Source: an optimization exercise on an open RTL-to-GDS flow (aim: small area and a short achievable clock period). Production flows keep margins and buffers that such runs may drop.
Where RTL was checked, it was by simulation tests only, not by an equivalence proof against the original.
No activity file was given, so power comes from the tool's default toggle rates.

// color_tracker
module color_tracker(
	input			clk,
	input			rst_n,
	input			vsync,
	input			de,
	input	[15:0]	rgb,
	output			mask_valid,
	output			mask,
	output	[10:0]	x_coor,
	output	[9:0]	y_coor,
	output			coor_valid
);
reg  [15:0] rgb_r;
reg  de_r, mv, hit, hit_o, vs;	 
wire hit_c;
color_identify color_identify (
	.img_data	(rgb_r),
	.hit		(hit_c)
);
always @(posedge clk) begin
	rgb_r <= rgb;
end
always @(posedge clk or negedge rst_n) begin
	if (!rst_n) begin
		de_r <= 1'b0;
		mv   <= 1'b0;
		hit  <= 1'b0;
		hit_o <= 1'b0;
		vs   <= 1'b0;
	end else begin
		de_r <= de;
		mv   <= de_r;
		hit  <= de_r & hit_c;
		hit_o <= hit_c;	 
		vs   <= vsync;
	end
end
position position (
	.clk		(clk),
	.rst_n		(rst_n),
	.vs			(vs),
	.mv			(mv),
	.hit		(hit),
	.x_coor		(x_coor),
	.y_coor		(y_coor),
	.coor_valid	(coor_valid)
);
assign mask_valid = mv;
assign mask       = hit_o;
endmodule
==> module color_identify, before the edit <==
module color_identify(
	input	[15:0]	img_data,
	output			hit
);
function [12:0] radd;	 
	input [12:0] a, b; input ci;
	integer k; reg c;
	begin
		c = ci;
		for (k = 0; k < 13; k = k + 1) begin
			radd[k] = a[k] ^ b[k] ^ c;
			c = (a[k] & b[k]) | (c & (a[k] ^ b[k]));
		end
	end
endfunction
function rge;	 
	input [12:0] a, k;
	integer j; reg g;
	begin
		g = 1'b1;
		for (j = 0; j < 13; j = j + 1)
			g = k[j] ? (a[j] & g) : (a[j] | g);
		rge = g;
	end
endfunction
wire [7:0] R = {img_data[15:11], img_data[13:11]};
wire [7:0] G = {img_data[10:5],  img_data[6:5]};
wire [7:0] B = {img_data[4:0],   img_data[2:0]};
wire [12:0] d1 = radd({5'd0,B}, {5'd0,~G}, 1'b1);	 
wire [12:0] d2 = radd({5'd0,R}, {5'd0,~G}, 1'b1);	 
wire        inr = d1[8] & ~d1[7] & ~d2[8] & d2[7];	 
wire [6:0]  a = d1[6:0], b = d2[6:0];				 
wire [12:0] u1 = radd({5'd0,a,1'b0}, {6'd0,a}, 1'b0);
wire [12:0] u  = radd(u1, {6'd0,~b}, 1'b0);			 
wire [12:0] v1 = radd({4'd0,b,2'b0}, {5'd0,b,1'b0}, 1'b0);
wire [12:0] v  = radd(v1, {6'd0,~a}, 1'b0);			 
assign hit = inr & rge(u, 13'd131) & ~rge(u, 13'd317) & rge(v, 13'd319) & ~rge(v, 13'd703);
endmodule
==> module position, before the edit <==
module position(
	input				clk,
	input				rst_n,
	input				vs,		 
	input				mv,		 
	input				hit,	 
	output	reg	[10:0]	x_coor,
	output	reg	[9:0]	y_coor,
	output	reg			coor_valid
);
reg  [10:0] col;	 
reg  [9:0]  line;	 
reg         mv_d;
reg  [15:0] n;		 
reg  [52:0] z;		 
genvar i;
wire        col_inc = mv | ~col[6];
wire [11:0] col_c;
wire [10:0] col_s;
assign col_c[0] = col_inc;
generate for (i = 0; i < 11; i = i + 1) begin : g_col
	assign col_s[i]   = col[i] ^ col_c[i];
	assign col_c[i+1] = col[i] & col_c[i];
end endgenerate
wire        line_end = mv_d & ~mv;
wire [10:0] line_c;
wire [9:0]  line_s;
assign line_c[0] = line_end;
generate for (i = 0; i < 10; i = i + 1) begin : g_line
	assign line_s[i]   = line[i] ^ line_c[i];
	assign line_c[i+1] = line[i] & line_c[i];
end endgenerate
wire [16:0] n_c;
wire [15:0] n_s;
assign n_c[0] = hit;
generate for (i = 0; i < 16; i = i + 1) begin : g_n
	assign n_s[i]   = n[i] ^ n_c[i];
	assign n_c[i+1] = n[i] & n_c[i];
end endgenerate
wire [26:0] ax = {16'd0, col & {11{hit}}};
wire [25:0] ay = {16'd0, line & {10{hit}}};
wire [27:0] sx_c;
wire [26:0] sx;
wire [26:0] sy_c;
wire [25:0] sy;
assign sx_c[0] = 1'b0;
assign sy_c[0] = hit & (|col[10:1]);
generate for (i = 0; i < 27; i = i + 1) begin : g_sx
	assign sx[i]     = z[26+i] ^ ax[i] ^ sx_c[i];
	assign sx_c[i+1] = (z[26+i] & ax[i]) | (sx_c[i] & (z[26+i] ^ ax[i]));
end endgenerate
generate for (i = 0; i < 26; i = i + 1) begin : g_sy
	assign sy[i]     = z[i] ^ ay[i] ^ sy_c[i];
	assign sy_c[i+1] = (z[i] & ay[i]) | (sy_c[i] & (z[i] ^ ay[i]));
end endgenerate
wire [16:0] p = z[52:36];
wire [16:0] nn = {1'b0, n};
wire [17:0] bw;
wire [16:0] diff;
assign bw[0] = 1'b0;
generate for (i = 0; i < 17; i = i + 1) begin : g_div
	assign diff[i] = p[i] ^ nn[i] ^ bw[i];
	assign bw[i+1] = (~p[i] & nn[i]) | (bw[i] & ~(p[i] ^ nn[i]));
end endgenerate
wire        xstep = ~col[6] & ~col[5] & ~col[4] & (~col[3] | (~col[2] & ~(col[1] & col[0])));	 
wire        ystep = ~col[6] & ((~col[5] & col[4] & col[3] & (col[2] | (col[1] & col[0])))	 
				| (col[5] & ~col[4] & ~col[3] & (~col[2] | (~col[1] & ~col[0]))));			 
wire        step  = xstep | ystep;
wire        q     = step & ~bw[17];
wire [15:0] top   = q ? diff[15:0] : p[15:0];
wire        valid = (|n[15:12]) | (&n[11:7] & (n[6] | n[5]));	 
always @(posedge clk) begin
	col <= (mv | vs) ? col_s : 11'd0;
end
always @(posedge clk or negedge rst_n) begin
	if (!rst_n) begin
		line <= 10'd0;
		mv_d <= 1'b0;
		n <= 16'd0;
		z <= 53'd0;
		x_coor <= 11'd0;
		y_coor <= 10'd0;
		coor_valid <= 1'b0;
	end else begin
		mv_d <= mv;
		line <= vs ? 10'd0 : line_s;
		n <= (vs & col[6]) ? 16'd0 : n_s;
		z <= vs ? {top, z[35:0], 1'b0} : {sx, sy};
		if (vs & ~col[6])
			coor_valid <= valid;
		if (vs & valid & step)
			{x_coor, y_coor} <= {x_coor[9:0], y_coor, q};
	end
end
endmodule
==> flow/config.mk <==
export PLATFORM = sky130hd
export DESIGN_NAME = color_tracker
export DESIGN_NICKNAME = color_tracker
export VERILOG_FILES = /design/flow/design.v
export SDC_FILE = /design/flow/constraint.sdc
export NUM_CORES = 4
export LEC_CHECK = 0
export CAP_MARGIN = 20
export CORE_MARGIN = 2
export CORE_UTILIZATION = 40
export CTS_BUF_LIST = sky130_fd_sc_hd__clkbuf_4 sky130_fd_sc_hd__clkbuf_8
export SLEW_MARGIN = 20
==> flow/constraint.sdc <==
create_clock -name core_clock -period 95.0 [get_ports {clk}]
set_input_delay 19.0000 -clock core_clock [delete_from_list [all_inputs] [get_ports {clk}]]
set_output_delay 19.0000 -clock core_clock [all_outputs]
set_load 0.01 [all_outputs]
standard.sh (not shown) runs the stock make flow with config.mk's settings and CLKGATE_MAP_FILE= SYNTH_SCRIPT=/design/flow/synth_recipe.tcl, a recipe that flattens the netlist after the stock synthesis.
==> flow/flow/run.sh <==
#!/bin/bash
# Standard layout, with the port buffers made from the smallest buffer cell.
set -euo pipefail
bash standard.sh "BUFFER_PORTS_ARGS=-buffer_cell sky130_fd_sc_hd__buf_1" finish > flow.log 2>&1
Next try:
--- a/flow/design.v
+++ b/flow/design.v
@@ -8,8 +8,6 @@
 	begin
 		c = ci;
-		for (k = 0; k < 13; k = k + 1) begin
-			radd[k] = a[k] ^ b[k] ^ c;
-			c = (a[k] & b[k]) | (c & (a[k] ^ b[k]));
-		end
+		for (k = 0; k < 13; k = k + 1)
+			{c, radd[k]} = a[k] + b[k] + c;
 	end
 endfunction
@@ -27,13 +25,14 @@
 wire [7:0] G = {img_data[10:5],  img_data[6:5]};
 wire [7:0] B = {img_data[4:0],   img_data[2:0]};
-wire [12:0] d1 = radd({5'd0,B}, {5'd0,~G}, 1'b1);	 
-wire [12:0] d2 = radd({5'd0,R}, {5'd0,~G}, 1'b1);	 
-wire        inr = d1[8] & ~d1[7] & ~d2[8] & d2[7];	 
-wire [6:0]  a = d1[6:0], b = d2[6:0];				 
-wire [12:0] u1 = radd({5'd0,a,1'b0}, {6'd0,a}, 1'b0);
-wire [12:0] u  = radd(u1, {6'd0,~b}, 1'b0);			 
-wire [12:0] v1 = radd({4'd0,b,2'b0}, {5'd0,b,1'b0}, 1'b0);
-wire [12:0] v  = radd(v1, {6'd0,~a}, 1'b0);			 
-assign hit = inr & rge(u, 13'd131) & ~rge(u, 13'd317) & rge(v, 13'd319) & ~rge(v, 13'd703);
+wire [7:0] Gn = ~G, Rn = ~R;
+wire [12:0] dx = radd({5'd0,B}, {5'd0,Gn}, 1'b1);	 
+wire [12:0] dy = radd({5'd0,G}, {5'd0,Rn}, 1'b1);	 
+wire        inr = dx[8] & ~dx[7] & dy[8] & ~dy[7];	 
+wire [6:0]  x = dx[6:0], y = dy[6:0];
+wire [12:0] u1 = radd({5'd0,x,1'b0}, {6'd0,x}, 1'b0);
+wire [12:0] u  = radd(u1, {6'd0,y}, 1'b0);			 
+wire [12:0] w1 = radd({4'd0,y,2'b0}, {5'd0,y,1'b0}, 1'b0);
+wire [12:0] w  = radd(w1, {6'd0,x}, 1'b0);			 
+assign hit = inr & rge(u, 13'd132) & ~rge(u, 13'd318) & rge(w, 13'd193) & ~rge(w, 13'd577);
 endmodule
 module position(
@@ -58,6 +57,5 @@
 assign col_c[0] = col_inc;
 generate for (i = 0; i < 11; i = i + 1) begin : g_col
-	assign col_s[i]   = col[i] ^ col_c[i];
-	assign col_c[i+1] = col[i] & col_c[i];
+	assign {col_c[i+1], col_s[i]} = col[i] + col_c[i];
 end endgenerate
 wire        line_end = mv_d & ~mv;
@@ -66,6 +64,5 @@
 assign line_c[0] = line_end;
 generate for (i = 0; i < 10; i = i + 1) begin : g_line
-	assign line_s[i]   = line[i] ^ line_c[i];
-	assign line_c[i+1] = line[i] & line_c[i];
+	assign {line_c[i+1], line_s[i]} = line[i] + line_c[i];
 end endgenerate
 wire [16:0] n_c;
@@ -73,6 +70,5 @@
 assign n_c[0] = hit;
 generate for (i = 0; i < 16; i = i + 1) begin : g_n
-	assign n_s[i]   = n[i] ^ n_c[i];
-	assign n_c[i+1] = n[i] & n_c[i];
+	assign {n_c[i+1], n_s[i]} = n[i] + n_c[i];
 end endgenerate
 wire [26:0] ax = {16'd0, col & {11{hit}}};
@@ -85,19 +81,16 @@
 assign sy_c[0] = hit & (|col[10:1]);
 generate for (i = 0; i < 27; i = i + 1) begin : g_sx
-	assign sx[i]     = z[26+i] ^ ax[i] ^ sx_c[i];
-	assign sx_c[i+1] = (z[26+i] & ax[i]) | (sx_c[i] & (z[26+i] ^ ax[i]));
+	assign {sx_c[i+1], sx[i]} = z[26+i] + ax[i] + sx_c[i];
 end endgenerate
 generate for (i = 0; i < 26; i = i + 1) begin : g_sy
-	assign sy[i]     = z[i] ^ ay[i] ^ sy_c[i];
-	assign sy_c[i+1] = (z[i] & ay[i]) | (sy_c[i] & (z[i] ^ ay[i]));
+	assign {sy_c[i+1], sy[i]} = z[i] + ay[i] + sy_c[i];
 end endgenerate
 wire [16:0] p = z[52:36];
-wire [16:0] nn = {1'b0, n};
-wire [17:0] bw;
+wire [16:0] nb = ~{1'b0, n};
+wire [17:0] dc;		 
 wire [16:0] diff;
-assign bw[0] = 1'b0;
+assign dc[0] = 1'b1;
 generate for (i = 0; i < 17; i = i + 1) begin : g_div
-	assign diff[i] = p[i] ^ nn[i] ^ bw[i];
-	assign bw[i+1] = (~p[i] & nn[i]) | (bw[i] & ~(p[i] ^ nn[i]));
+	assign {dc[i+1], diff[i]} = p[i] + nb[i] + dc[i];
 end endgenerate
 wire        xstep = ~col[6] & ~col[5] & ~col[4] & (~col[3] | (~col[2] & ~(col[1] & col[0])));	 
@@ -105,5 +98,5 @@
 				| (col[5] & ~col[4] & ~col[3] & (~col[2] | (~col[1] & ~col[0]))));			 
 wire        step  = xstep | ystep;
-wire        q     = step & ~bw[17];
+wire        q     = step & dc[17];
 wire [15:0] top   = q ? diff[15:0] : p[15:0];
 wire        valid = (|n[15:12]) | (&n[11:7] & (n[6] | n[5]));	 
The changed run completed without violations.
Worst hold slack gains 7.9 ps.
Via count is lower by 3.0%.
Register-to-register slack gains 210 ps.
Sequential cell count stays the same.
Design area is lower by 2.1%.
Sequential power is about the same.
Synthesized cell count is lower by 6.4%.
Fmax hardly moves.
Setup slack is about the same.
Utilization is lower by 0.51 points.
Clock skew is lower by 3.4 ps.
Wire length is lower by 7.3%.
Area after synthesis is lower by 2.1%.
Combinational power is about the same.
The RTL of the second run of this note was laid out without a check of its function.

what the ideal ports hide:
How much do the figures lean on ideal ports? The routed layouts below were timed once more, with nothing changed but the port constraints.
Step 1, drivers: a clkbuf_16 drives clk and a buf_2 each remaining input, both assumed.
Step 2, shift: input delay + t, output delay - t, t = (earliest + latest rising clock arrival at the registers) / 2. This alone moves slack from input paths to output paths.
a / b / c = ideal ports / drivers / drivers and shift; a / b = the first two.
| run | t (ns) | setup WS [ns] | hold WS [ns] | latest minus earliest clock arrival (ns) | cell pins on the clock port's net |
|---|---|---|---|---|---|
| the first run | 0.474 | 74.965 / 74.925 / 74.702 | 0.443 / 0.443 / 0.443 | 0.014 / 0.015 | 1 |
| the second run | 0.474 | 74.965 / 74.930 / 74.639 | 0.451 / 0.451 / 0.451 | 0.013 / 0.012 | 1 |
After both steps every run listed still meets setup and hold. The setup slack of the second run, which loses most, moves by -0.035 ns with the drivers and by -0.326 ns with both steps. The worst setup slack also covers recovery checks on asynchronous resets.
